Context: an optimization exercise on an open-source flow, tuned for small area, a short achievable clock period and few clock cycles. The choices shown serve that exercise and are no tape-out recipe.
At most, simulation tests tie the RTL to the original design; equivalence was not proved.
The flow treats the clock pin as an ideal source. Dropping or thinning the clock tree relies on that and would not hold on a real chip.
Power is estimated from default activity; no workload was simulated.

==> module ELA, before the edit <==
module ELA(clk, rst, in_data, data_rd, req, wen, addr, data_wr, done);
	input				clk;
	input				rst;
	input		[7:0]	in_data;
	input		[7:0]	data_rd;
	output				req;
	output	reg			wen;
	output	reg	[9:0]	addr;
	output	reg	[7:0]	data_wr;	 
	output				done;
	reg			interp, fin;
	reg			s_rb, s_w;	 
	reg	[7:0]	x;	 
	reg	[7:0]	y;	 
	reg	[7:0]	pp;	 
	reg	[7:0]	q;	 
	reg	[7:0]	r;	 
	reg	[7:0]	dreg, areg;	 
	reg	[7:0]	m;			 
	wire s_rt = ~s_rb & ~s_w;
	assign req  = ~interp;
	assign done = fin;
	wire [8:0] ix = {addr[9:6], addr[4:0]};
	wire [8:0] kst = {s_rb, s_rb, s_rb, s_rt & interp, s_rb, s_rb, s_rb,
			s_rb | s_w, s_w | ~interp & wen};
	function [8:0] add9;
		input [8:0] u, v;
		integer j; reg c;
		begin
			c = 1'b0;
			for (j = 0; j < 9; j = j + 1) begin
				add9[j] = u[j] ^ v[j] ^ c;
				c = (u[j] & v[j]) | (c & (u[j] ^ v[j]));
			end
		end
	endfunction
	wire [8:0] i_next = add9(ix, kst);
	wire [7:0] d_xy, a_xy;
	ELA_absd u_absd(.x(x), .y(y), .d(d_xy));
	ELA_avg u_avg(.x(x), .y(y), .a(a_xy));
	always @(posedge clk) begin
		dreg <= d_xy;
		areg <= a_xy;
	end
	wire edge_col = (ix[4:0] == 5'd1) || (ix[4:0] == 5'd2);
	wire le;
	ELA_le8 u_le(.v(dreg), .u(m), .le(le));
	wire take = s_w | le | (s_rb & edge_col);
	always @(posedge clk) begin
		if (take)
			m <= dreg;
		if (!interp)
			data_wr <= in_data;
		else if (take)
			data_wr <= areg;
	end
	always @(posedge clk or posedge rst) begin
		if (rst) begin
			interp <= 1'b0;
			fin <= 1'b0;
			s_rb <= 1'b0;
			s_w <= 1'b0;
			wen <= 1'b0;
			addr <= 10'd0;
		end else if (fin) begin
			wen <= 1'b0;
		end else begin
			addr <= {i_next[8:5], interp & s_rb, i_next[4:0]};
			if (!interp) begin
				wen <= ~(wen & (&ix));
				if (wen & (&ix))
					interp <= 1'b1;
			end else begin
				s_rb <= s_rt;
				s_w <= s_rb;
				wen <= s_rb & (ix[8:1] != 8'd16);
				if (s_rb && ix == 9'd1)
					fin <= 1'b1;
			end
		end
	end
	always @(posedge clk) begin
		if (s_rt) begin
			x <= data_rd; r <= x;
		end else if (s_rb) begin
			x <= r; y <= data_rd; r <= x;
		end else begin
			x <= pp; y <= q; pp <= r; q <= y;
		end
	end
endmodule
==> flow/config.mk <==
export PLATFORM = sky130hd
export DESIGN_NAME = ELA
export DESIGN_NICKNAME = ELA
export VERILOG_FILES = /design/flow/design.v
export SDC_FILE = /design/flow/constraint.sdc
export NUM_CORES = 8
export LEC_CHECK = 0
export CAP_MARGIN = 20
export CORE_MARGIN = 2
export CORE_UTILIZATION = 40
export SETUP_SLACK_MARGIN = 4.8
export SLEW_MARGIN = 20
export SYNTH_HIERARCHICAL = 1
==> flow/constraint.sdc <==
create_clock -name core_clock -period 7.0 [get_ports {clk}]
set_input_delay 1.4000 -clock core_clock [delete_from_list [all_inputs] [get_ports {clk}]]
set_output_delay 1.4000 -clock core_clock [all_outputs]
set_load 0.01 [all_outputs]
standard.sh (not shown) runs the stock make flow with config.mk's settings and CLKGATE_MAP_FILE= SYNTH_SCRIPT=/design/flow/synth_recipe.tcl, a recipe that flattens the netlist after the stock synthesis.
==> flow/flow/run.sh <==
#!/bin/bash
# Layout flow: the standard ORFS flow, with these changes:
#  - synthesis does not extract full/half adder cells (ADDER_MAP_FILE empty),
#    so ABC maps all of the arithmetic itself;
#  - the port buffers are sky130_fd_sc_hd__buf_2 cells;
#  - the clock tree is one level: the clock port drives four clkbuf_16 cells,
#    one per quarter of the flip-flops (flow/cts.tcl replaces ORFS's cts.tcl,
#    with clock_tree_synthesis replaced by that buffering).
set -euo pipefail
rm -rf scripts_mod
cp -r "$FLOW_HOME/scripts" scripts_mod
cp flow/cts.tcl scripts_mod/cts.tcl
bash standard.sh ADDER_MAP_FILE= \
  "BUFFER_PORTS_ARGS=-buffer_cell sky130_fd_sc_hd__buf_2" \
  "SCRIPTS_DIR=$PWD/scripts_mod" \
  finish > make_finish.log 2>&1
Other scripts of this flow, unchanged in this note and not shown: flow/flow/cts.tcl
Change:
--- a/flow/design.v
+++ b/flow/design.v
@@ -82,11 +82,11 @@
 	end
 	always @(posedge clk) begin
 		if (s_rt) begin
-			x <= data_rd; r <= x;
+			x <= y; y <= data_rd; r <= x;
 		end else if (s_rb) begin
-			x <= r; y <= data_rd; r <= x;
+			x <= r; y <= data_rd; r <= y;
 		end else begin
-			x <= pp; y <= q; pp <= r; q <= y;
+			x <= pp; y <= q; pp <= r; q <= y; r <= y;
 		end
 	end
 endmodule
Effect: The changed run ran to the end with no violations; cell area shrinks by a few percent; cell count does not change; via count shrinks slightly; global-route usage shrinks by 0.36 points; total power grows by about a fifth; clock skew hardly moves; maximum frequency stays flat; clock power shrinks by a few percent; area after synthesis shrinks slightly; routed wire length shrinks by a few percent; register-to-register slack gets better by 70 ps; setup slack gets worse by 5.8 ps; utilization shrinks by 1.1 points.
Testbench counts after the change, summed over its fixed seeds: cycles 62,688.
No functional check of the RTL was part of the first run of this note. No run of this note takes its clock network from TritonCTS; it comes from the design's own scripts or RTL.

========
The RTL this note starts from:
==> flow/design.v <==
`timescale 1ns/10ps
module ELA(clk, rst, in_data, data_rd, req, wen, addr, data_wr, done);
	input				clk;
	input				rst;
	input		[7:0]	in_data;
	input		[7:0]	data_rd;
	output				req;
	output	reg			wen;
	output	reg	[9:0]	addr;
	output	reg	[7:0]	data_wr;	 
	output				done;
	reg			interp, fin;
	reg			s_rb, s_w;	 
	reg	[7:0]	x;	 
	reg	[7:0]	y;	 
	reg	[7:0]	pp;	 
	reg	[7:0]	q;	 
	reg	[7:0]	r;	 
	reg	[7:0]	dreg, areg;	 
	reg	[7:0]	m;			 
	wire s_rt = ~s_rb & ~s_w;
	assign req  = ~interp;
	assign done = fin;
	function [7:0] absd;
		input [7:0] x, y;
		reg [7:0] g, e, G1, E1, G2, E2, G3, E3, bo, bo2;
		integer i;
		begin
			g = x & ~y;
			e = ~(x ^ y);
			for (i = 0; i < 8; i = i + 1)
				if (i % 2 == 1) begin G1[i] = g[i] | e[i] & g[i-1]; E1[i] = e[i] & e[i-1]; end
				else begin G1[i] = g[i]; E1[i] = e[i]; end
			for (i = 0; i < 8; i = i + 1)
				if (i % 4 >= 2) begin G2[i] = G1[i] | E1[i] & G1[(i/4)*4+1]; E2[i] = E1[i] & E1[(i/4)*4+1]; end
				else begin G2[i] = G1[i]; E2[i] = E1[i]; end
			for (i = 0; i < 8; i = i + 1)
				if (i >= 4) begin G3[i] = G2[i] | E2[i] & G2[3]; E3[i] = E2[i] & E2[3]; end
				else begin G3[i] = G2[i]; E3[i] = E2[i]; end
			bo  = {~(G3[6:0] | E3[6:0]), 1'b0};
			bo2 = {G3[6:0], 1'b0};
			absd = G3[7] ? (~e ^ bo) : (~e ^ bo2);
		end
	endfunction
	function [7:0] avg8;
		input [7:0] x, y;
		reg [7:0] g, p, G1, P1, G2, P2, G3, P3;
		integer i;
		begin
			g = x & y; p = x ^ y;
			for (i = 0; i < 8; i = i + 1)
				if (i % 2 == 1) begin G1[i] = g[i] | p[i] & g[i-1]; P1[i] = p[i] & p[i-1]; end
				else begin G1[i] = g[i]; P1[i] = p[i]; end
			for (i = 0; i < 8; i = i + 1)
				if (i % 4 >= 2) begin G2[i] = G1[i] | P1[i] & G1[(i/4)*4+1]; P2[i] = P1[i] & P1[(i/4)*4+1]; end
				else begin G2[i] = G1[i]; P2[i] = P1[i]; end
			for (i = 0; i < 8; i = i + 1)
				if (i >= 4) begin G3[i] = G2[i] | P2[i] & G2[3]; P3[i] = P2[i] & P2[3]; end
				else begin G3[i] = G2[i]; P3[i] = P2[i]; end
			avg8 = {G3[7], p[7:1] ^ G3[6:0]};
		end
	endfunction
	wire [8:0] ix = {addr[9:6], addr[4:0]};
	wire [8:0] kst = {s_rb, s_rb, s_rb, s_rt & interp, s_rb, s_rb, s_rb,
			s_rb | s_w, s_w | ~interp & wen};
	function [8:0] add9;
		input [8:0] u, v;
		integer j; reg c;
		begin
			c = 1'b0;
			for (j = 0; j < 9; j = j + 1) begin
				add9[j] = u[j] ^ v[j] ^ c;
				c = (u[j] & v[j]) | (c & (u[j] ^ v[j]));
			end
		end
	endfunction
	wire [8:0] i_next = add9(ix, kst);
	always @(posedge clk) begin
		dreg <= absd(x, y);
		areg <= avg8(x, y);
	end
	wire edge_col = (ix[4:0] == 5'd1) || (ix[4:0] == 5'd2);
	wire le;
	ELA_le8 u_le(.v(dreg), .u(m), .le(le));
	wire take = s_w | le | (s_rb & edge_col);
	always @(posedge clk) begin
		if (take)
			m <= dreg;
		if (!interp)
			data_wr <= in_data;
		else if (take)
			data_wr <= areg;
	end
	always @(posedge clk or posedge rst) begin
		if (rst) begin
			interp <= 1'b0;
			fin <= 1'b0;
			s_rb <= 1'b0;
			s_w <= 1'b0;
			wen <= 1'b0;
			addr <= 10'd0;
		end else if (fin) begin
			wen <= 1'b0;
		end else begin
			addr <= {i_next[8:5], interp & s_rb, i_next[4:0]};
			if (!interp) begin
				wen <= ~(wen & (&ix));
				if (wen & (&ix))
					interp <= 1'b1;
			end else begin
				s_rb <= s_rt;
				s_w <= s_rb;
				wen <= s_rb & (ix[8:1] != 8'd16);
				if (s_rb && ix == 9'd1)
					fin <= 1'b1;
			end
		end
	end
	always @(posedge clk) begin
		if (s_rt) begin
			x <= y; y <= data_rd; r <= x;
		end else if (s_rb) begin
			x <= r; y <= data_rd; r <= y;
		end else begin
			x <= pp; y <= q; pp <= r; q <= y; r <= y;
		end
	end
endmodule
module ELA_le8(v, u, le);
	input	[7:0]	v, u;
	output			le;
	wire [7:0] g = v & ~u;
	wire [7:0] e = ~(v ^ u);
	wire g10 = g[1] | e[1] & g[0], e10 = e[1] & e[0];
	wire g32 = g[3] | e[3] & g[2], e32 = e[3] & e[2];
	wire g54 = g[5] | e[5] & g[4], e54 = e[5] & e[4];
	wire g76 = g[7] | e[7] & g[6], e76 = e[7] & e[6];
	wire g30 = g32 | e32 & g10;
	wire g74 = g76 | e76 & g54, e74 = e76 & e54;
	assign le = ~(g74 | e74 & g30);
endmodule
==> flow/config.mk <==
export PLATFORM = sky130hd
export DESIGN_NAME = ELA
export DESIGN_NICKNAME = ELA
export VERILOG_FILES = /design/flow/design.v
export SDC_FILE = /design/flow/constraint.sdc
export NUM_CORES = 8
export LEC_CHECK = 0
export CAP_MARGIN = 20
export CORE_MARGIN = 2
export CORE_UTILIZATION = 40
export SETUP_SLACK_MARGIN = 4.7
export SLEW_MARGIN = 20
export SYNTH_HIERARCHICAL = 1
==> flow/constraint.sdc <==
create_clock -name core_clock -period 7.0 [get_ports {clk}]
set_input_delay 1.4000 -clock core_clock [delete_from_list [all_inputs] [get_ports {clk}]]
set_output_delay 1.4000 -clock core_clock [all_outputs]
set_load 0.01 [all_outputs]
Scripts as last shown in full above: flow/flow/run.sh
Other scripts of this flow, unchanged in this note and not shown: flow/flow/cts.tcl
Edit:
--- a/flow/design.v
+++ b/flow/design.v
@@ -119,9 +119,9 @@
 	always @(posedge clk) begin
 		if (s_rt) begin
-			x <= y; y <= data_rd; r <= x;
+			x <= data_rd; r <= x;
 		end else if (s_rb) begin
-			x <= r; y <= data_rd; r <= y;
+			x <= r; y <= data_rd; r <= x;
 		end else begin
-			x <= pp; y <= q; pp <= r; q <= y; r <= y;
+			x <= pp; y <= q; pp <= r; q <= y;
 		end
 	end
Setup slack gets better by 73 ps.
Maximum frequency increases by 3.2%.
Global-route usage decreases by 0.58 points.
Hold slack is about the same.
Wire length barely changes.
Power decreases by 13%.
Testbench counts after the change, summed over its fixed seeds: cycles 62,688.
No functional check of the RTL was part of the first run of this note. In every run of this note, the design's own scripts or RTL, not TritonCTS, make the clock network.

==> what the ideal ports hide <==
The results above use ideal ports. As a check the final layouts listed here were re-extracted and re-timed, cells and wires unchanged. Step 1 sets driving cells, clkbuf_16 on the clock port and buf_2 on the other inputs (assumed; they add their load-dependent delay and slew). Step 2 adds t to the input delays and takes it off the output delays; t is the mean of the earliest and latest rising clock arrival at the registers after step 1. Input paths then give back, and output paths get back, about the clock's delay inside the block. Three values: ideal ports, drivers, drivers and shift; two values: the first two.
run | t (ns) | setup slack, ns | hold slack, ns | latest minus earliest clock arrival (ns) | worst register clock-pin slew, ns
the first run of note 1 | 0.226 | 4.826 / 4.760 / 4.826 | 0.443 / 0.443 / 0.443 | 0.010 / 0.010 | 0.09 / 0.09
the second run of note 1 | 0.228 | 4.820 / 4.737 / 4.896 | 0.440 / 0.440 / 0.440 | 0.006 / 0.006 | 0.08 / 0.08
the first run of note 2 | 0.222 | 4.629 / 4.629 / 4.629 | 0.433 / 0.433 / 0.433 | 0.003 / 0.004 | 0.08 / 0.08
the second run of note 2 | 0.224 | 4.702 / 4.625 / 4.727 | 0.435 / 0.435 / 0.435 | 0.006 / 0.007 | 0.08 / 0.08
After both steps setup and hold are still met in every run listed.
